Source: an optimization exercise on an open RTL-to-GDS flow (aim: small area). Production flows keep margins and buffers that such runs may drop.
Function was not checked in any run shown here: the RTL went through the layout flow alone.
Power and IR drop assume default switching activity.

[flow/config.mk]
export PLATFORM = sky130hd
export DESIGN_NAME = Top_Module
export DESIGN_NICKNAME = Top_Module
export VERILOG_FILES = /design/flow/design.v
export SDC_FILE = /design/flow/constraint.sdc
export NUM_CORES = 8
export LEC_CHECK = 0
export CAP_MARGIN = 20
export CORE_MARGIN = 2
export CORE_UTILIZATION = 40
export PLACE_DENSITY = 0.6
export SLEW_MARGIN = 20
[flow/constraint.sdc]
create_clock -name core_clock -period 10.0 [get_ports {clk}]
set_input_delay 2.0000 -clock core_clock [delete_from_list [all_inputs] [get_ports {clk}]]
set_output_delay 2.0000 -clock core_clock [all_outputs]
set_load 0.01 [all_outputs]
[flow/design.v]
module ai_max(input clk, input [8:0] x, input [8:0] o, output [3:0] Move);
    reg [3:0] temp1, move;
    function [3:0] n_moves(input [8:0] x, input [8:0] o);
    begin
        n_moves = (x[0]+x[1]+x[2]+x[3]+x[4]+x[5]+x[6]+x[7]+x[8])+(o[0]+o[1]+o[2]+o[3]+o[4]+o[5]+o[6]+o[7]+o[8]);
    end
    endfunction
    function [3:0] get_empty_move(input [8:0] board);
    begin
        if(!board[0]) get_empty_move = 0;
        else if(!board[1]) get_empty_move = 1;
        else if(!board[2]) get_empty_move = 2;
        else if(!board[3]) get_empty_move = 3;
        else if(!board[4]) get_empty_move = 4;
        else if(!board[5]) get_empty_move = 5;
        else if(!board[6]) get_empty_move = 6;
        else if(!board[7]) get_empty_move = 7;
        else if(!board[8]) get_empty_move = 8;
        else get_empty_move = 9;
    end
    endfunction
    function [3:0] get_winning_move(input [8:0] o, input [8:0] x);
    begin
        if(!x[0] && !o[0] && x[1] && x[2]) get_winning_move = 0;
        else if(!x[1] && !o[1] && x[0] && x[2]) get_winning_move = 1;
        else if(!x[2] && !o[2] && x[0] && x[1]) get_winning_move = 2;
        else if(!x[3] && !o[3] && x[4] && x[5]) get_winning_move = 3;
        else if(!x[4] && !o[4] && x[3] && x[5]) get_winning_move = 4;
        else if(!x[5] && !o[5] && x[3] && x[4]) get_winning_move = 5;
        else if(!x[6] && !o[6] && x[7] && x[8]) get_winning_move = 6;
        else if(!x[7] && !o[7] && x[6] && x[8]) get_winning_move = 7;
        else if(!x[8] && !o[8] && x[6] && x[7]) get_winning_move = 8;
        else if(!x[0] && !o[0] && x[3] && x[6]) get_winning_move = 0;
        else if(!x[3] && !o[3] && x[0] && x[6]) get_winning_move = 3;
        else if(!x[6] && !o[6] && x[0] && x[3]) get_winning_move = 6;
        else if(!x[1] && !o[1] && x[4] && x[7]) get_winning_move = 1;
        else if(!x[4] && !o[4] && x[1] && x[7]) get_winning_move = 4;
        else if(!x[7] && !o[7] && x[1] && x[4]) get_winning_move = 7;
        else if(!x[2] && !o[2] && x[5] && x[8]) get_winning_move = 2;
        else if(!x[5] && !o[5] && x[2] && x[8]) get_winning_move = 5;
        else if(!x[8] && !o[8] && x[2] && x[5]) get_winning_move = 8;
        else if(!x[0] && !o[0] && x[4] && x[8]) get_winning_move = 0;
        else if(!x[4] && !o[4] && x[0] && x[8]) get_winning_move = 4;
        else if(!x[8] && !o[8] && x[0] && x[4]) get_winning_move = 8;
        else if(!x[2] && !o[2] && x[4] && x[6]) get_winning_move = 2;
        else if(!x[4] && !o[4] && x[2] && x[6]) get_winning_move = 4;
        else if(!x[6] && !o[6] && x[2] && x[4]) get_winning_move = 6;
        else get_winning_move = 9;
    end
    endfunction
    function [3:0] create_fork(input [8:0] o, input [8:0] x);
        reg [3:0] i, fork_count;
        reg [3:0] candidate;
        reg [3:0] sim_x, sim_o;
        begin
            candidate = 9;
            for(i = 0; i < 9; i = i + 1) begin
                if(!o[i] && !x[i]) begin
                    fork_count = 0;
                    if(i < 3) begin
                        sim_x = ((i==0 ? 1 : x[0]) + (i==1 ? 1 : x[1]) + (i==2 ? 1 : x[2]));
                        sim_o = (o[0] + o[1] + o[2]);
                        if((sim_x == 2) && (sim_o == 0))
                            fork_count = fork_count + 1;
                    end else if(i < 6) begin
                        sim_x = ((i==3 ? 1 : x[3]) + (i==4 ? 1 : x[4]) + (i==5 ? 1 : x[5]));
                        sim_o = (o[3] + o[4] + o[5]);
                        if((sim_x == 2) && (sim_o == 0))
                            fork_count = fork_count + 1;
                    end else begin
                        sim_x = ((i==6 ? 1 : x[6]) + (i==7 ? 1 : x[7]) + (i==8 ? 1 : x[8]));
                        sim_o = (o[6] + o[7] + o[8]);
                        if((sim_x == 2) && (sim_o == 0))
                            fork_count = fork_count + 1;
                    end
                    if(i % 3 == 0) begin
                        sim_x = ((i==0 ? 1 : x[0]) + (i==3 ? 1 : x[3]) + (i==6 ? 1 : x[6]));
                        sim_o = (o[0] + o[3] + o[6]);
                        if((sim_x == 2) && (sim_o == 0))
                            fork_count = fork_count + 1;
                    end else if(i % 3 == 1) begin
                        sim_x = ((i==1 ? 1 : x[1]) + (i==4 ? 1 : x[4]) + (i==7 ? 1 : x[7]));
                        sim_o = (o[1] + o[4] + o[7]);
                        if((sim_x == 2) && (sim_o == 0))
                            fork_count = fork_count + 1;
                    end else if(i % 3 == 2) begin
                        sim_x = ((i==2 ? 1 : x[2]) + (i==5 ? 1 : x[5]) + (i==8 ? 1 : x[8]));
                        sim_o = (o[2] + o[5] + o[8]);
                        if((sim_x == 2) && (sim_o == 0))
                            fork_count = fork_count + 1;
                    end
                    if((i == 0) || (i == 4) || (i == 8)) begin
                        sim_x = ((i==0 ? 1 : x[0]) + (i==4 ? 1 : x[4]) + (i==8 ? 1 : x[8]));
                        sim_o = (o[0] + o[4] + o[8]);
                        if((sim_x == 2) && (sim_o == 0))
                            fork_count = fork_count + 1;
                    end
                    if((i == 2) || (i == 4) || (i == 6)) begin
                        sim_x = ((i==2 ? 1 : x[2]) + (i==4 ? 1 : x[4]) + (i==6 ? 1 : x[6]));
                        sim_o = (o[2] + o[4] + o[6]);
                        if((sim_x == 2) && (sim_o == 0))
                            fork_count = fork_count + 1;
                    end
                    if(fork_count >= 2)
                        candidate = i;
                end
            end
            create_fork = candidate;
        end
    endfunction
    function [3:0] prevent_fork(input [8:0] x, input [8:0] o);
        reg [3:0] i, fork_count;
        begin
            for(i = 0; i < 9; i = i + 1) begin
                if(!o[i]) begin
                    fork_count = 0;
                    if(!x[3*(i/3)] && !x[3*(i/3)+1] && !x[3*(i/3)+2])
                        fork_count = fork_count + 1;
                    if(!x[i%3] && !x[i%3+3] && !x[i%3+6])
                        fork_count = fork_count + 1;
                    if((i==0)||(i==2)||(i==4)||(i==6)||(i==8)) begin
                        if(!x[0] && !x[4] && !x[8])
                            fork_count = fork_count + 1;
                        if(!x[2] && !x[4] && !x[6])
                            fork_count = fork_count + 1;
                    end
                    if(fork_count > 1)
                        prevent_fork = i;
                end
            end
            prevent_fork = 9;
        end
    endfunction
    always @(*) begin
        temp1 = 9;
        case(n_moves(x,o))
            0: move = 4;
            1: move = (x[4] | o[4]) ? 0 : 4;
            2: begin
                if(o[4] | x[4]) begin
                    if(((x|o) & 9'b111_000_111) != 9'b000_000_000) begin
                        move = 3;
                    end 
                    else move = 1;
                end
                else move = 4;
            end
            3,4,5,6,7: begin
                temp1 = get_winning_move(o,x);
                if(temp1 != 9)
                    move = temp1;
                else begin
                    temp1 = get_winning_move(x,o);
                    if(temp1 != 9)
                        move = temp1;
                    else begin
                        temp1 = create_fork(o,x);
                        if(temp1 != 9)
                            move = temp1;
                        else begin
                            temp1 = create_fork(x,o);
                            if(temp1 != 9)
                                move = temp1;
                            else
                                move = get_empty_move(x|o);
                        end
                    end
                end
            end
            8: move = get_empty_move(x|o);
            default: move = get_empty_move(x|o);
        endcase
    end
    assign Move = move;
endmodule
module ai_medium (input clk, input [8:0] x, input [8:0] o, output [3:0] Move);
    reg [3:0] temp1, move;
    function [3:0] n_moves(input [8:0] x, input [8:0] o);
    begin
        n_moves = (x[0]+x[1]+x[2]+x[3]+x[4]+x[5]+x[6]+x[7]+x[8])+(o[0]+o[1]+o[2]+o[3]+o[4]+o[5]+o[6]+o[7]+o[8]);
    end
    endfunction
    function [3:0] get_empty_move(input [8:0] board);
    begin
        if(!board[0]) get_empty_move = 0;
        else if(!board[1]) get_empty_move = 1;
        else if(!board[2]) get_empty_move = 2;
        else if(!board[3]) get_empty_move = 3;
        else if(!board[4]) get_empty_move = 4;
        else if(!board[5]) get_empty_move = 5;
        else if(!board[6]) get_empty_move = 6;
        else if(!board[7]) get_empty_move = 7;
        else if(!board[8]) get_empty_move = 8;
        else get_empty_move = 9;
    end
    endfunction
    function [3:0] get_winning_move(input [8:0] o, input [8:0] x);
    begin
        if(!x[0] && !o[0] && x[1] && x[2]) get_winning_move = 0;
        else if(!x[1] && !o[1] && x[0] && x[2]) get_winning_move = 1;
        else if(!x[2] && !o[2] && x[0] && x[1]) get_winning_move = 2;
        else if(!x[3] && !o[3] && x[4] && x[5]) get_winning_move = 3;
        else if(!x[4] && !o[4] && x[3] && x[5]) get_winning_move = 4;
        else if(!x[5] && !o[5] && x[3] && x[4]) get_winning_move = 5;
        else if(!x[6] && !o[6] && x[7] && x[8]) get_winning_move = 6;
        else if(!x[7] && !o[7] && x[6] && x[8]) get_winning_move = 7;
        else if(!x[8] && !o[8] && x[6] && x[7]) get_winning_move = 8;
        else if(!x[0] && !o[0] && x[3] && x[6]) get_winning_move = 0;
        else if(!x[3] && !o[3] && x[0] && x[6]) get_winning_move = 3;
        else if(!x[6] && !o[6] && x[0] && x[3]) get_winning_move = 6;
        else if(!x[1] && !o[1] && x[4] && x[7]) get_winning_move = 1;
        else if(!x[4] && !o[4] && x[1] && x[7]) get_winning_move = 4;
        else if(!x[7] && !o[7] && x[1] && x[4]) get_winning_move = 7;
        else if(!x[2] && !o[2] && x[5] && x[8]) get_winning_move = 2;
        else if(!x[5] && !o[5] && x[2] && x[8]) get_winning_move = 5;
        else if(!x[8] && !o[8] && x[2] && x[5]) get_winning_move = 8;
        else if(!x[0] && !o[0] && x[4] && x[8]) get_winning_move = 0;
        else if(!x[4] && !o[4] && x[0] && x[8]) get_winning_move = 4;
        else if(!x[8] && !o[8] && x[0] && x[4]) get_winning_move = 8;
        else if(!x[2] && !o[2] && x[4] && x[6]) get_winning_move = 2;
        else if(!x[4] && !o[4] && x[2] && x[6]) get_winning_move = 4;
        else if(!x[6] && !o[6] && x[2] && x[4]) get_winning_move = 6;
        else get_winning_move = 9;
    end
    endfunction
    always @(*) begin
        temp1 = 9;
        case(n_moves(x,o))
            0: move = 4;
            1: move = (x[4] | o[4]) ? 0 : 4;
            2: begin
                if(o[4] | x[4]) begin
                    if(((x|o)  & 9'b111_000_111) != 9'b000_000_000) begin
                        move = 3;
                    end 
                    else move = 1;
                end
                else move = 4;
            end
            3,4,5,6,7: begin
                temp1 = get_winning_move(o,x);
                if(temp1 != 9)
                    move = temp1;
                else begin
                    temp1 = get_winning_move(x,o);
                    if(temp1 != 9)
                        move = temp1;
                    else begin
                        move = get_empty_move(x|o);
                        end
                    end
                end
            8: move = get_empty_move(x|o);
            default: move = get_empty_move(x|o);
        endcase
    end
    assign Move = move;
endmodule
module Top_Module (
    input clk,
    input rst,
    input [8:0] sw,
    input btnC, btnU, btnD, btnL, btnR,
    output [15:0] led,
    output [7:0] seg,
    output [3:0] an,
    output [4:0] screen_state,
    output [17:0] grid_state,
    output turn,
    output ai_waiting,
    output [1:0] game_status_pvp,
    output [1:0] game_status_pvp_final,
    output [1:0] game_status_ai,
    output [1:0] ai_level
    );
    localparam HOME = 3'd0, MS_PVP = 3'd1, MS_AI = 3'd2, PVP = 3'd3,
               PVP_RESULT = 3'd4, PVP_FINAL = 3'd7, AI = 3'd5, AI_RESULT = 3'd6;
    reg [4:0] c25;  reg s25;
    reg [5:0] c50;  reg s50;
    reg [6:0] c100; reg s100;
    reg [7:0] c250; reg s250;
    reg [8:0] c500; reg s500;
    wire w25 = (c25 == 5'd25);
    wire w50 = (c50 == 6'd50);
    wire w100 = (c100 == 7'd100);
    wire w250 = (c250 == 8'd250);
    wire w500 = (c500 == 9'd500);
    wire rise25 = w25 & ~s25;
    wire rise100 = w100 & ~s100;
    wire rise250 = w250 & ~s250;
    wire tick_d = (c500 == 9'd0) & s500;    
    always @(posedge clk) begin
        if (rst) begin
            c25 <= 0; s25 <= 0; c50 <= 0; s50 <= 0; c100 <= 0; s100 <= 0;
            c250 <= 0; s250 <= 0; c500 <= 0; s500 <= 0;
        end else begin
            c25 <= w25 ? 5'd0 : c25 + 5'd1;    s25 <= s25 ^ w25;
            c50 <= w50 ? 6'd0 : c50 + 6'd1;    s50 <= s50 ^ w50;
            c100 <= w100 ? 7'd0 : c100 + 7'd1; s100 <= s100 ^ w100;
            c250 <= w250 ? 8'd0 : c250 + 8'd1; s250 <= s250 ^ w250;
            c500 <= w500 ? 9'd0 : c500 + 9'd1; s500 <= s500 ^ w500;
        end
    end
    reg [3:0] ph;
    always @(posedge clk) ph <= rst ? 4'd14 : ph + 4'd1;
    wire seg_rise = (ph[1:0] == 2'b11);
    wire [1:0] idx = ph[3:2];
    wire [1:0] nidx = ph[3:2] + 2'd1;
    wire deb_C, deb_U, deb_D, deb_L;
    debouncer dC (clk, rst, btnC, deb_C);
    debouncer dU (clk, rst, btnU, deb_U);
    debouncer dD (clk, rst, btnD, deb_D);
    debouncer dL (clk, rst, btnL, deb_L);
    reg [2:0] state;
    reg grid_reset_flag, general_reset;
    reg [1:0] level;
    reg [13:0] count;
    reg [1:0] gr_p, gr_a;
    wire [1:0] win_result;
    wire sw0 = (sw == 9'd0);
    wire c5k = (count == 14'd5000);
    wire c10k = (count == 14'd10000);
    wire grid_reset_any = grid_reset_flag ||
        (!rst && (state == HOME || state == MS_PVP || state == MS_AI ||
                  (state == PVP_RESULT && win_result == 2'b00 && c5k) ||
                  ((state == PVP_FINAL || state == AI_RESULT) && c10k)));
    reg [2:0] ns;
    always @(*) begin
        ns = state;
        if (rst) ns = HOME;
        else case (state)
            HOME:   ns = (deb_C && sw0) ? MS_PVP : HOME;
            MS_PVP: ns = (deb_C && sw0) ? PVP : deb_L ? HOME : deb_D ? MS_AI : MS_PVP;
            MS_AI:  ns = (deb_C && sw0) ? AI : deb_L ? HOME : deb_U ? MS_PVP : MS_AI;
            PVP:    ns = deb_L ? MS_PVP : (gr_p == 2'b00) ? PVP : PVP_RESULT;
            PVP_RESULT: ns = (win_result != 2'b00) ? PVP_FINAL : c5k ? PVP : PVP_RESULT;
            PVP_FINAL:  ns = c10k ? MS_PVP : PVP_FINAL;
            AI:     ns = deb_L ? MS_AI : (gr_a == 2'b00) ? AI : AI_RESULT;
            AI_RESULT: ns = (c10k && gr_a == 2'b01) ? ((level == 2'b10) ? MS_AI : AI) :
                            (c10k && gr_a[1]) ? AI : AI_RESULT;
            default: ns = state;
        endcase
    end
    always @(posedge clk) begin
        state <= ns;
        if (rst) begin
            grid_reset_flag <= 0;
            general_reset <= 0;
            level <= 0;
            count <= 0;
        end else case (state)
            HOME: begin
                general_reset <= 1; grid_reset_flag <= 1; level <= 0;
            end
            MS_PVP, MS_AI: begin
                general_reset <= 1; grid_reset_flag <= 1;
            end
            PVP, AI: begin
                general_reset <= 0; grid_reset_flag <= 0;
            end
            PVP_RESULT: begin
                general_reset <= 0;
                if (win_result == 2'b00) begin
                    if (c5k) begin count <= 0; grid_reset_flag <= 1; end
                    else count <= count + 14'd1;
                end
            end
            PVP_FINAL: begin
                general_reset <= 0;
                if (c10k) begin count <= 0; grid_reset_flag <= 1; end
                else count <= count + 14'd1;
            end
            AI_RESULT: begin
                general_reset <= 0;
                if (c10k) begin
                    count <= 0; grid_reset_flag <= 1;
                    if (gr_a == 2'b01) level <= (level == 2'b10) ? 2'b00 : level + 2'd1;
                    else if (gr_a == 2'b10) level <= 0;
                end else count <= count + 14'd1;
            end
        endcase
    end
    reg [17:0] grid_p;
    reg [8:0] sel_p;
    reg turn_p;           
    reg win_p;
    reg blink_p;
    reg [3:0] pos_p;
    reg [8:0] run_p;
    wire [8:0] xs_p = {grid_p[16], grid_p[14], grid_p[12], grid_p[10], grid_p[8], grid_p[6], grid_p[4], grid_p[2], grid_p[0]};
    wire [8:0] os_p = {grid_p[17], grid_p[15], grid_p[13], grid_p[11], grid_p[9], grid_p[7], grid_p[5], grid_p[3], grid_p[1]};
    wire [8:0] conf_p = xs_p | os_p;
    wire oh_p = (sel_p != 0) && ((sel_p & (sel_p - 9'd1)) == 0);
    wire full_p = (conf_p == 9'h1ff);
    function [17:0] spread;    
        input [8:0] m;
        input [1:0] v;
        integer k;
        begin
            for (k = 0; k < 9; k = k + 1) spread[2*k +: 2] = m[k] ? v : 2'b00;
        end
    endfunction
    function haswin;
        input [8:0] a;
        begin
            haswin = (a[0]&a[1]&a[2]) | (a[3]&a[4]&a[5]) | (a[6]&a[7]&a[8]) |
                     (a[0]&a[3]&a[6]) | (a[1]&a[4]&a[7]) | (a[2]&a[5]&a[8]) |
                     (a[0]&a[4]&a[8]) | (a[2]&a[4]&a[6]);
        end
    endfunction
    function [8:0] dec9;
        input [3:0] p;
        begin
            dec9 = (p <= 4'd8) ? (9'd1 << p) : 9'd0;
        end
    endfunction
    wire rst_gp = rst || grid_reset_any || btnR;
    always @(posedge clk) begin
        if (rst_gp) begin
            grid_p <= 0; sel_p <= 0; gr_p <= 0; turn_p <= 0;
        end else if (win_p) begin
            gr_p <= turn_p ? 2'b01 : 2'b10;
        end else if (full_p) begin
            gr_p <= 2'b11;
        end else if (btnC && oh_p) begin
            grid_p <= grid_p | spread(sel_p, turn_p ? 2'b10 : 2'b01);
            turn_p <= ~turn_p;
            sel_p <= 0;
        end else begin
            sel_p <= sw & ~conf_p;
        end
        if (rst || grid_reset_any) win_p <= 0;
        else win_p <= haswin(xs_p) | haswin(os_p);
        if (rst) pos_p <= 0;
        else if (rise25) pos_p <= (!win_p || pos_p == 4'd8) ? 4'd0 : pos_p + 4'd1;
        run_p <= rst ? 9'd0 : dec9(pos_p);
        if (rst) blink_p <= 0;
        else if (rise100) blink_p <= (gr_p == 2'b11) ? ~blink_p : 1'b0;
    end
    wire [8:0] led_p_next = rst_gp ? 9'd0 :
                            win_p ? run_p :
                            full_p ? (blink_p ? 9'b111100000 : 9'b000001111) :
                            conf_p | (s50 ? sel_p : 9'd0);
    wire [17:0] disp_p = grid_p | (oh_p ? spread(sel_p, 2'b11) : 18'd0);
    reg [17:0] grid_a;
    reg [8:0] sel_a;
    reg ai_turn;          
    reg aw, start_ai;
    reg [10:0] wc;
    reg win_a;
    reg blink_a;
    reg [3:0] pos_a;
    reg [8:0] run_a;
    reg [3:0] rnd;
    wire [8:0] ps_a = {grid_a[16], grid_a[14], grid_a[12], grid_a[10], grid_a[8], grid_a[6], grid_a[4], grid_a[2], grid_a[0]};
    wire [8:0] as_a = {grid_a[17], grid_a[15], grid_a[13], grid_a[11], grid_a[9], grid_a[7], grid_a[5], grid_a[3], grid_a[1]};
    wire [8:0] conf_a = ps_a | as_a;
    wire oh_a = (sel_a != 0) && ((sel_a & (sel_a - 9'd1)) == 0);
    wire full_a = (conf_a == 9'h1ff);
    wire [3:0] med_move, max_move;
    ai_medium med (clk, as_a, ps_a, med_move);
    ai_max mx (clk, as_a, ps_a, max_move);
    wire [3:0] mv = (conf_a == 9'd0) ? 4'd4 :
                    (level == 2'd0) ? rnd :
                    (level == 2'd1) ? med_move : max_move;
    wire [8:0] mv_oh = 9'd1 << mv;
    wire mv_taken = |(conf_a & mv_oh);
    always @(posedge clk) begin
        if (rst) rnd <= 0;
        else rnd <= (rnd > 4'd7) ? 4'd0 : rnd + 4'd1;
        if (rst || grid_reset_any) begin
            grid_a <= 0; sel_a <= 0; gr_a <= 0; ai_turn <= 1; aw <= 0; wc <= 0;
            start_ai <= !rst;
        end else if (win_a) begin
            gr_a <= ai_turn ? 2'b01 : 2'b10;
        end else if (full_a) begin
            gr_a <= 2'b11;
        end else begin
            if (aw) begin
                if (wc != 0) begin wc <= wc - 11'd1; start_ai <= 0; end
                else start_ai <= 1;
            end else start_ai <= 0;
            if (!ai_turn) begin
                if (btnC && oh_a) begin
                    grid_a <= grid_a | spread(sel_a, 2'b01);
                    ai_turn <= 1;
                    sel_a <= 0;
                    aw <= 1;
                    wc <= 11'd2000;
                end else sel_a <= sw & ~conf_a;
            end else if (start_ai) begin
                if (mv_taken) begin
                    aw <= 1; wc <= 11'd5; start_ai <= 1;
                end else begin
                    grid_a <= grid_a | spread(mv_oh, 2'b10);
                    aw <= 0;
                    ai_turn <= 0;
                end
            end
        end
        if (rst || grid_reset_any) win_a <= 0;
        else win_a <= haswin(ps_a) | haswin(as_a);
        if (rst) pos_a <= 0;
        else if (rise25) pos_a <= (!win_a || pos_a == 4'd8) ? 4'd0 : pos_a + 4'd1;
        run_a <= rst ? 9'd0 : dec9(pos_a);
        if (rst) blink_a <= 0;
        else if (rise100) blink_a <= (gr_a == 2'b11) ? ~blink_a : 1'b0;
    end
    wire [8:0] led_a_next = (rst || grid_reset_any) ? 9'd0 :
                            (gr_a == 2'b01) ? run_a :
                            (gr_a == 2'b10) ? {9{s100}} :
                            (gr_a == 2'b11) ? (blink_a ? 9'b111100000 : 9'b000001111) :
                            conf_a | (s50 ? sel_a : 9'd0);
    wire [17:0] disp_a = grid_a | (oh_a ? spread(sel_a, 2'b11) : 18'd0);
    wire ns_pvp = (ns == PVP) || (ns == PVP_RESULT) || (ns == PVP_FINAL);
    wire ns_ai = (ns == AI) || (ns == AI_RESULT);
    reg [8:0] led_r;
    always @(posedge clk)
        led_r <= ns_pvp ? led_p_next : ns_ai ? led_a_next : 9'd0;
    reg [1:0] prev_p;
    reg round_done;
    reg [1:0] xsc, osc;      
    reg [1:0] xsd, osd;      
    reg [1:0] cap_s;         
    always @(posedge clk) begin
        if (rst) begin
            prev_p <= 0; round_done <= 0;
        end else begin
            prev_p <= gr_p;
            round_done <= (prev_p != gr_p);
        end
        if (rst || general_reset) begin
            xsc <= 0; osc <= 0;
        end else if (round_done) begin
            if (gr_p == 2'b01) xsc <= xsc + 2'd1;
            else if (gr_p == 2'b10) osc <= osc + 2'd1;
        end
        if (rst) begin xsd <= 0; osd <= 0; end
        else begin xsd <= xsc; osd <= osc; end
        if (seg_rise) cap_s <= nidx[1] ? xsd : osd;
    end
    assign win_result = (xsd == 2'd3) ? 2'b01 : (osd == 2'd3) ? 2'b10 : 2'b00;
    reg tr;           
    reg rq;           
    reg hold, hold_d;
    reg blk, blk_cap;
    reg [3:0] t_s, t_m, t_tm;
    reg [2:0] t_ts;
    reg [3:0] cap_t;
    always @(posedge clk) begin
        tr <= !rst && (general_reset || grid_reset_flag);
        rq <= rst || tr;
        hold <= !rst && (gr_a != 2'b00);
        hold_d <= hold;
        if (rst) blk <= 0;
        else if (rise250) blk <= hold ? ~blk : 1'b0;
        if (rq || tr) begin
            t_s <= 0; t_ts <= 0; t_m <= 0; t_tm <= 0;
        end else if (tick_d && !hold_d) begin
            if (t_tm == 4'd9 && t_m == 4'd9 && t_ts == 3'd5 && t_s == 4'd9) begin
            end else begin
                t_s <= (t_s == 4'd9) ? 4'd0 : t_s + 4'd1;
                if (t_s == 4'd9) begin
                    t_ts <= (t_ts == 3'd5) ? 3'd0 : t_ts + 3'd1;
                    if (t_ts == 3'd5) begin
                        t_m <= (t_m == 4'd9) ? 4'd0 : t_m + 4'd1;
                        if (t_m == 4'd9) t_tm <= t_tm + 4'd1;
                    end
                end
            end
        end
        if (seg_rise) begin
            case (nidx)
                2'd0: cap_t <= t_tm;
                2'd1: cap_t <= t_m;
                2'd2: cap_t <= {1'b0, t_ts};
                default: cap_t <= t_s;
            endcase
            blk_cap <= blk;
        end
    end
    function [6:0] seg7;
        input [3:0] n;
        begin
            case (n)
                4'd0: seg7 = 7'b1000000;
                4'd1: seg7 = 7'b1111001;
                4'd2: seg7 = 7'b0100100;
                4'd3: seg7 = 7'b0110000;
                4'd4: seg7 = 7'b0011001;
                4'd5: seg7 = 7'b0010010;
                4'd6: seg7 = 7'b0000010;
                4'd7: seg7 = 7'b1111000;
                4'd8: seg7 = 7'b0000000;
                default: seg7 = 7'b0010000;
            endcase
        end
    endfunction
    wire scr_pvp = (state == PVP) || (state == PVP_RESULT) || (state == PVP_FINAL);
    wire scr_ai = (state == AI) || (state == AI_RESULT);
    wire [7:0] seg_p = (idx == 2'd0) ? 8'b10100011 :
                       (idx == 2'd2) ? 8'b10001001 :
                       {idx == 2'd3, seg7({2'b00, cap_s})};
    wire [7:0] seg_a = {idx != 2'd1, seg7(cap_t)};
    wire [3:0] an_pat = ~(4'b1000 >> idx);
    assign seg = scr_pvp ? seg_p : scr_ai ? seg_a : 8'hff;
    assign an = an_pat | {4{~(scr_pvp | scr_ai) | (scr_ai & blk_cap)}};
    assign led = {7'd0, led_r};
    assign screen_state = {2'b00, state};
    assign grid_state = scr_pvp ? disp_p : scr_ai ? disp_a : 18'd0;
    assign turn = scr_pvp & turn_p;
    assign ai_waiting = aw;
    assign game_status_pvp = gr_p;
    assign game_status_pvp_final = win_result;
    assign game_status_ai = gr_a;
    assign ai_level = level;
endmodule
module debouncer (
    input clk,
    input rst,
    input btn,
    output reg pulse
);
    reg btn_prev;
    reg [7:0] hold;
    always @(posedge clk) begin
        if (rst) begin
            btn_prev <= 0; hold <= 0; pulse <= 0;
        end else begin
            btn_prev <= btn;
            pulse <= 0;
            if (hold != 0) hold <= hold - 8'd1;
            else if (btn && !btn_prev) begin
                pulse <= 1;
                hold <= 8'd200;
            end
        end
    end
endmodule
[flow/run.sh]
#!/bin/bash
# synth_recipe.tcl (not shown) runs the flow's synth.tcl, then flattens the netlist and writes it again
# the make line also repeats each setting of config.mk as NAME=value (left out here)
make -C /OpenROAD-flow-scripts/flow DESIGN_CONFIG=/design/flow/config.mk WORK_HOME=/design/flow/orfs CLKGATE_MAP_FILE= SYNTH_SCRIPT=/design/flow/synth_recipe.tcl finish
==> flow_summary_export.csv, run 1 <==
group,metric,value,unit
die,core.rowCount,76,
yosys,synthCells,2155,
sta,fmax,0.1366,GHz
final_layout,final_layout_size_suffix_gt1_frac,0.06023,
clock_network,cts_made_buffers,29,
clock_network,worstSkewPairLatency,590,ps
clock_network,cts_tree,"yes",
drt,drc,0,
drt,drtPass1Iterations,8,
setup_path,startpoint,"grid_a[3]",
yosys,ys_ff_latch,266,
die,die-width,211.5,um
setup_path,r2r_start,"grid_a[3]",
grt,grt_use_total,0.2251,
yosys,ys_types,90,
clock_network,cts_setup_buffers,0,
yosys,synth_most_common_cell,"nor2_1",
grt,grt_pass1_vias,15046,
setup_path,cpMostUsedCell,"inv_1",
yosys,synth_area,17220,sq um
min_path,hp-class,"reg -> reg",
sta,worst_pin_slew,1130,ps
min_path,min_from,"hold",
sta,post-route-min-period,7319,ps
min_path,min_path_cells,0,
yosys,yosys-top-cells-count,"nor2_1 (285), dfxtp_1 (258), a21oi_1 (178)",
placed_design,hpwl,37.07,mm
power,ir_drop,183.1,uV
drt,vias_per_cell,5.780,
placed_design,place_inst,2668,
setup_path,cpPeakStageDelay,840,ps
drt,drt_iter0_drc,1201,
die,die_h,211.5,um
yosys,ys_async_sr_fraction,0,
setup_path,startpoint_type,"flop",
clock_network,h-tree-depth,1,
sta,fin_skew,36.02,ps
yosys,avgSynthCellArea,7.990,sq um
setup_path,cp-end-kind,"flop",
die,io_pins,77,
drt,totalWireLength,51.21,mm
placed_design,placed_area,18250,sq um
yosys,yosys_warnings,4,
sta,finalCritPeriodShare,0.7319,
die,core,42790,sq um
yosys,ys_seq_area_frac,0.3139,
final_layout,layout.cells.non_filler,2721,
power,p_leak,7.562,nW
clock_network,cts_sinks,266,
sta,finalSetupViolations,0,
setup_path,crit_family,"adder cells",
power,finalPower,2.800,mW
yosys,synth_top_area_frac,0.3000,
clock_network,post_cts_resized,0,
setup_path,crit_type,"reg -> reg",
grt,grt_max_degree,68,
sta,hold_violations,0,
yosys,synth_edf_count,8,
yosys,synthFlopType,"dfxtp_1",
setup_path,crit_chain,"inv_1 -> fa_1 -> inv_1 -> ha_1 -> ha_1 -> inv_1 -> fa_1 -> fa_1 -> inv_1 -> ha_1 -> a21o_1 -> a21oi_1 -> xnor2_1 -> nor3_1 -> nor4b_1 -> or4bb_1 -> or3_1 -> a31oi_1 -> nor2b_1 -> a2bb2oi_2 -> nand3_1 -> o32ai_1",
setup_path,worstPathRequired,10470,ps
yosys,synthTopCellsByArea,"dfxtp_1 (30%), ha_1 (9.1%), nor2_1 (6.2%), a21oi_1 (5.2%), nand2_1 (3.1%)",
clock_network,cts.clk_slew.worst_paths,70,ps
outcome,outcome,"finished clean",
setup_path,crit_arrival,7780,ps
setup_path,path_depth,22,
setup_path,r2r_cells,22,
drt,postRouteAntennaNets,0,
drt,post_drt_wl_per_cell,18.82,um
final_layout,antennaDiodeCount,0,
grt,grt_pass1_wl,81.13,mm
sta,rsz0062_at_grt,"no",
yosys,synth_top_cell_by_area,"dfxtp_1",
die,floorplan.initialDensity,0.4024,
clock_network,clockBufferDepth,3,
setup_path,critPathBufInv,4,
setup_path,crit_fanout,19,
clock_network,ctsHoldBuffers,0,
sta,finalSetupTns,0,ps
final_layout,syn2layout_area_growth,12.47,%
flow_run,cap_violations,0,
sta,timing.hold.ws,356.7,ps
sta,finalMaxSlewViolations,0,
placed_design,gp_congestion,0.9955,
grt,antenna_found_initial,1,
final_layout,finish.instance_area,19370,sq um
placed_design,portBuffers,67,
die,die-area,44720,sq um
power,power.density,144.6,nW/um^2
setup_path,cp_slowest_cell,"dfxtp_1",
drt,num_vias,15728,
final_layout,nets,2320,
sta,slew_headroom,0.2466,
grt,gr-total-overflow,0,
clock_network,clockRootBuffer,"clkbuf_16",
[layer usage]
| metal | global-route usage | part of all wire | vias to the layer above |
|---|---|---|---|
| li1 | - | - | 7603 |
| met1 | 0.2852 | 0.42 | 7486 |
| met2 | 0.3823 | 0.47 | 505 |
| met3 | 0.02967 | 0.060 | 132 |
| met4 | 0.1000 | 0.042 | 2 |
| met5 | 0 | 0.00025 | - |
[cells by family after synthesis]
logic type	Yosys count	share of synthesized area
AND/OR/NAND/NOR	865	0.2542
AO/OA/AOI/OAI	492	0.1857
flip-flops	266	0.3139
buffers and inverters	254	0.05915
adder cells (fa/ha/maj)	153	0.1222
XOR/XNOR	109	0.05544
multiplexers	15	0.009156
other	1	0.0002178
[per-stage QoR]
stage | setup WS, ps | utilization
floorplan | 3489 | -
global placement | 3015 | 0.4264
detailed placement | 2898 | 0.4264
CTS | 2823 | 0.4525
global route | 2358 | 0.4526
finish | 2681 | 0.4526
[state kept, by name (all words and copies together), names as in the netlist, 6 cells and up]
signal,flops
grid_a,18
c500,9
wc,11
run_a,9
count,14
seg7$func$/design/flow/design.v:604$5485.$result,7
dC.hold,8
run_p,9
c250,8
grid_p,18
dU.hold,8
c100,7
sel_a,9
c50,6
led_r,9
sel_p,9
dD.hold,8
dL.hold,8
[placed cells by master (no fill, tap or decap), types with 11 or more instances in the layout]
master and instances:
ha_1 125, a211oi_1 32, xnor2_1 54, o21ai_0 64, a31oi_1 27, nand3_1 65
or3_1 13, xor2_1 55, clkbuf_16 30, nand2b_1 45, and3_1 14, clkdlybuf4s50_1 66
nor3_1 87, nor4_1 30, or2_2 26, inv_1 118, a22oi_1 19, o31a_1 11
o211ai_1 12, and2_1 16, a21oi_1 177, or4_1 12, a22o_1 13, o22ai_1 31
fa_1 26, nor3b_1 17, nor4bb_1 18, nor2b_1 23, nor2_1 283, dfxtp_1 258
nand2_1 142, buf_4 29, nand4_1 29
[layout make-up]
class,instances,area (sq um)
multi-input combinational,1643,10840
clock inverter,19,322.8
clock buffer,34,795.8
tap,546,683.2
timing repair buffer,95,878.3
fill,4231,23430
sequential,266,5405
inverter,118,442.9
[worst register-to-register path, stage by stage, from the launching register on]
cell,delay [ps]
dfxtp_1,840
inv_1,380
fa_1,480
inv_1,100
ha_1,240
ha_1,280
inv_1,50
fa_1,500
fa_1,600
inv_1,60
ha_1,280
a21o_1,180
a21oi_1,250
xnor2_1,300
nor3_1,140
nor4b_1,180
or4bb_1,540
or3_1,360
a31oi_1,310
nor2b_1,110
a2bb2oi_2,520
nand3_1,200
o32ai_1,290
[path summary, 6_finish.rpt]
path                  to  slack [ps]
setup / recovery   wc[1]        2680
hold / removal    hold_d         360
setup reg to reg   wc[1]        2680
hold reg to reg   hold_d         360
[where the power goes]
part	total (mW)	internal (mW)	leakage [nW]	switching (mW)
combinational	0.367	0.163	4.84	0.204
sequential	1.20	1.13	2.17	0.0613
clock	1.24	0.778	0.547	0.459
total	2.80	2.08	7.56	0.724
==> inputs of run 2 (changes only) <==
--- a/flow/config.mk
+++ b/flow/config.mk
@@ -6,7 +6,8 @@
 export NUM_CORES = 8
 export LEC_CHECK = 0
+export ABC_AREA = 1
 export CAP_MARGIN = 20
 export CORE_MARGIN = 2
-export CORE_UTILIZATION = 40
-export PLACE_DENSITY = 0.6
+export CORE_UTILIZATION = 70
+export PLACE_DENSITY = 0.8
 export SLEW_MARGIN = 20
==> flow_summary_export.csv, run 2 <==
group,metric,value,unit
sta,finalCritPeriodShare,0.6427,
power,ir_drop,214.2,uV
drt,post_drt_wl_per_cell,17.41,um
yosys,synth_top_cell_by_area,"dfxtp_1",
clock_network,cts.clk_slew.worst_paths,70,ps
power,p_int,1.909,mW
yosys,ys_ff_latch,266,
yosys,ys_seq_area_frac,0.3143,
drt,drtPass1Iterations,7,
grt,grt_use_total,0.3815,
die,core,24250,sq um
drt,postRouteAntennaNets,0,
outcome,outcome,"finished clean",
grt,gr-total-overflow,0,
setup_path,cp_slowest_cell,"dfxtp_1",
placed_design,hpwl,37.26,mm
clock_network,clockRootBuffer,"clkbuf_16",
final_layout,final_layout_size_suffix_gt1_frac,0.05134,
grt,gr-usage-met1,0.4895,
yosys,synthFlopType,"dfxtp_1",
yosys,avgSynthCellArea,6.879,sq um
placed_design,placed_area,18050,sq um
setup_path,cpMostUsedCell,"inv_1",
clock_network,worstSkewPairLatency,560,ps
clock_network,ctsHoldBuffers,0,
sta,layout_setup_ws,3573,ps
power,swShare,0.2790,
power,p_leak,8.496,nW
setup_path,r2r_start,"grid_a[5]",
die,die_h,160.7,um
drt,totalWireLength,50.40,mm
grt,grtUsageMet3,0.08729,
sta,timing.hold.ws,363.0,ps
sta,hold_violations,0,
die,die-width,160.7,um
drt,num_vias,17026,
yosys,synth_edf_count,8,
grt,busiest_layer,"met2",
final_layout,nets,2717,
yosys,synthTopCellsByArea,"dfxtp_1 (30%), nand2_1 (10%), ha_1 (9.1%), inv_1 (8.4%), nor2_1 (7.5%)",
clock_network,clockBufferDepth,3,
grt,grt_pass1_vias,16036,
placed_design,portBuffers,67,
sta,fin_skew,28.86,ps
clock_network,cts_setup_buffers,0,
setup_path,cpPeakStageDelay,760,ps
final_layout,fillers,1757,
clock_network,cts_sinks,266,
yosys,ys_types,64,
sta,finalMaxSlewViolations,0,
final_layout,antennaDiodeCount,0,
power,pwr-share-seq,0.453,
setup_path,r2r_cells,31,
setup_path,crit_fanout,17,
grt,antenna_found_initial,0,
sta,fmax,0.1556,GHz
yosys,synth_most_common_cell,"nand2_1",
min_path,hold_path_end,"hold_d",
die,io_pins,77,
placed_design,post-place-ws,3797,ps
clock_network,h-tree-depth,1,
min_path,min_from,"hold",
setup_path,crit_type,"reg -> reg",
yosys,ys_async_sr_fraction,0,
clock_network,post_cts_resized,0,
grt,met2_usage,0.6170,
final_layout,layout_commonest_cell,"nand2_1",
setup_path,rrSetupSlack,3570,ps
sta,finalSetupViolations,0,
grt,grt_pass1_wl,80.17,mm
clock_network,cts_tree,"yes",
clock_network,cts_made_buffers,28,
setup_path,crit_arrival,6890,ps
yosys,synth_area,17200,sq um
min_path,hp-class,"reg -> reg",
min_path,min_path_cells,0,
final_layout,syn2layout_area_growth,10.57,%
yosys,yosys_warnings,4,
setup_path,startpoint_type,"flop",
final_layout,reg.largest.list,"grid_a (18), grid_p (18), count (14)",
flow_run,cap_violations,0,
yosys,yosys-top-cells-count,"nand2_1 (477), inv_1 (384), nor2_1 (342)",
setup_path,worstPathRequired,10460,ps
grt,grt_max_degree,62,
yosys,synthCells,2500,
placed_design,gp_congestion,1.037,
drt,drc,0,
yosys,synth_top_area_frac,0.3003,
final_layout,finish.instance_area,19010,sq um
setup_path,reg2reg_to,"aw",
final_layout,layout_common_cells,"nand2_1 (477), inv_1 (384), nor2_1 (341)",
die,floorplan.initialDensity,0.7092,
power,p_comb_frac,0.144,
sta,worst_pin_slew,1052,ps
die,die-area,25840,sq um
setup_path,cp-end-kind,"flop",
drt,drt_iter0_drc,1881,
drt,vias_per_cell,5.881,
sta,finalSetupTns,0,ps
power,power.density,139.2,nW/um^2
power,switchingPower,0.7386,mW
sta,slew_headroom,0.2961,
die,core.rowCount,57,
power,p_clk_frac,0.403,
sta,rsz0062_at_grt,"no",
sta,post-route-min-period,6427,ps
[run 2: changes by cell type in the layout (fill, tap and decap cells not counted), moves of 20 or more]
cell / delta
nand2_1: +335
inv_1: +266
o21ai_0: +72
nor2_1: +58
nand2b_1: -45
xnor2_1: -41
xor2_1: -39
nand3_1: +30
nor2b_1: -23
a21oi_1: -20
[run 2: power groups by stage]
stage                     sequential (mW)  clock, mW  combinational [mW]
final                                1.20       1.07               0.381
after global routing                 1.21       1.11               0.439
after CTS                            1.20       1.06               0.376
after detailed placement             1.22          0               0.363
after global placement               1.21          0               0.343
after floorplan                      1.20          0               0.292
[run 2: logic make-up after synthesis]
logic type	Yosys count	synth area share
AND/OR/NAND/NOR	1124	0.2833
buffers and inverters	467	0.1074
AO/OA/AOI/OAI	460	0.1573
flip-flops	266	0.3143
adder cells (fa/ha/maj)	151	0.1212
XOR/XNOR	30	0.01572
other	1	0.0002181
multiplexers	1	0.0005821
[run 2: critical path, delay by kind of cell (launching register included)]
kind | cells | cell delay (ps)
buf+inv | 9 | 920
flops | 1 | 760
compound gates | 5 | 820
xor+xnor | 1 | 330
fa+ha+maj | 6 | 2400
simple gates | 10 | 1110
[run 2: how the worst max path moves through the flow]
stage / to / startpoint / depth (start not counted)
final: aw / grid_a[5] / 31
after global placement: start_ai / grid_a[5] / 29
after floorplan: start_ai / grid_a[5] / 31
after CTS: aw / grid_a[5] / 31
after global routing: start_ai / grid_a[5] / 29
after detailed placement: start_ai / grid_a[5] / 29
[run 2: cell type report]
cell class,count,area (sq um),share of cell area
Multi-Input combinational cell,1775,9977,0.5247
Clock inverter,11,138.9,0.007304
Clock buffer,40,827.0,0.04350
Inverter,399,1498,0.07877
Sequential cell,266,5405,0.2843
Timing Repair Buffer,80,763.2,0.04014
Tap cell,324,405.4,0.02132
[run 2: metal layers]
layer / vias up / part of all wire
met3: 177 / 0.10
met4: 0 / 0.047
met2: 845 / 0.45
met1: 7750 / 0.41
li1: 8254 / -
met5: - / 0
[run 2: stage by stage]
step / utilization / std cells / total power, mW
finish: 0.7842 / 2895 / 2.648
global route: 0.7842 / 2895 / 2.751
CTS: 0.7841 / 2895 / 2.637
detailed placement: 0.7442 / 2844 / 1.579
global placement: 0.7442 / 2844 / 1.555
floorplan: - / 2508 / 1.495

-- separate check: timing with driven ports --
Ports are ideal in the flow. The routed layouts listed here were re-timed in OpenROAD.
Step 1 assumes that a clkbuf_16 drives the clock port and a buf_2 every other input.
Step 2 times the ports against the registers' clock, not the clock port: input delays grow and output delays shrink by t, the midpoint of the rising clock arrivals with the driver on.
Three values: ideal ports, drivers, drivers and shift; two values: the first two.
run	t (ns)	setup WS [ns]	worst setup path after step 2
run 1	0.625	2.681 / 2.681 / 2.681	register to register
run 2	0.602	3.573 / 3.573 / 3.573	register to register
After both steps every run listed still meets setup and hold.
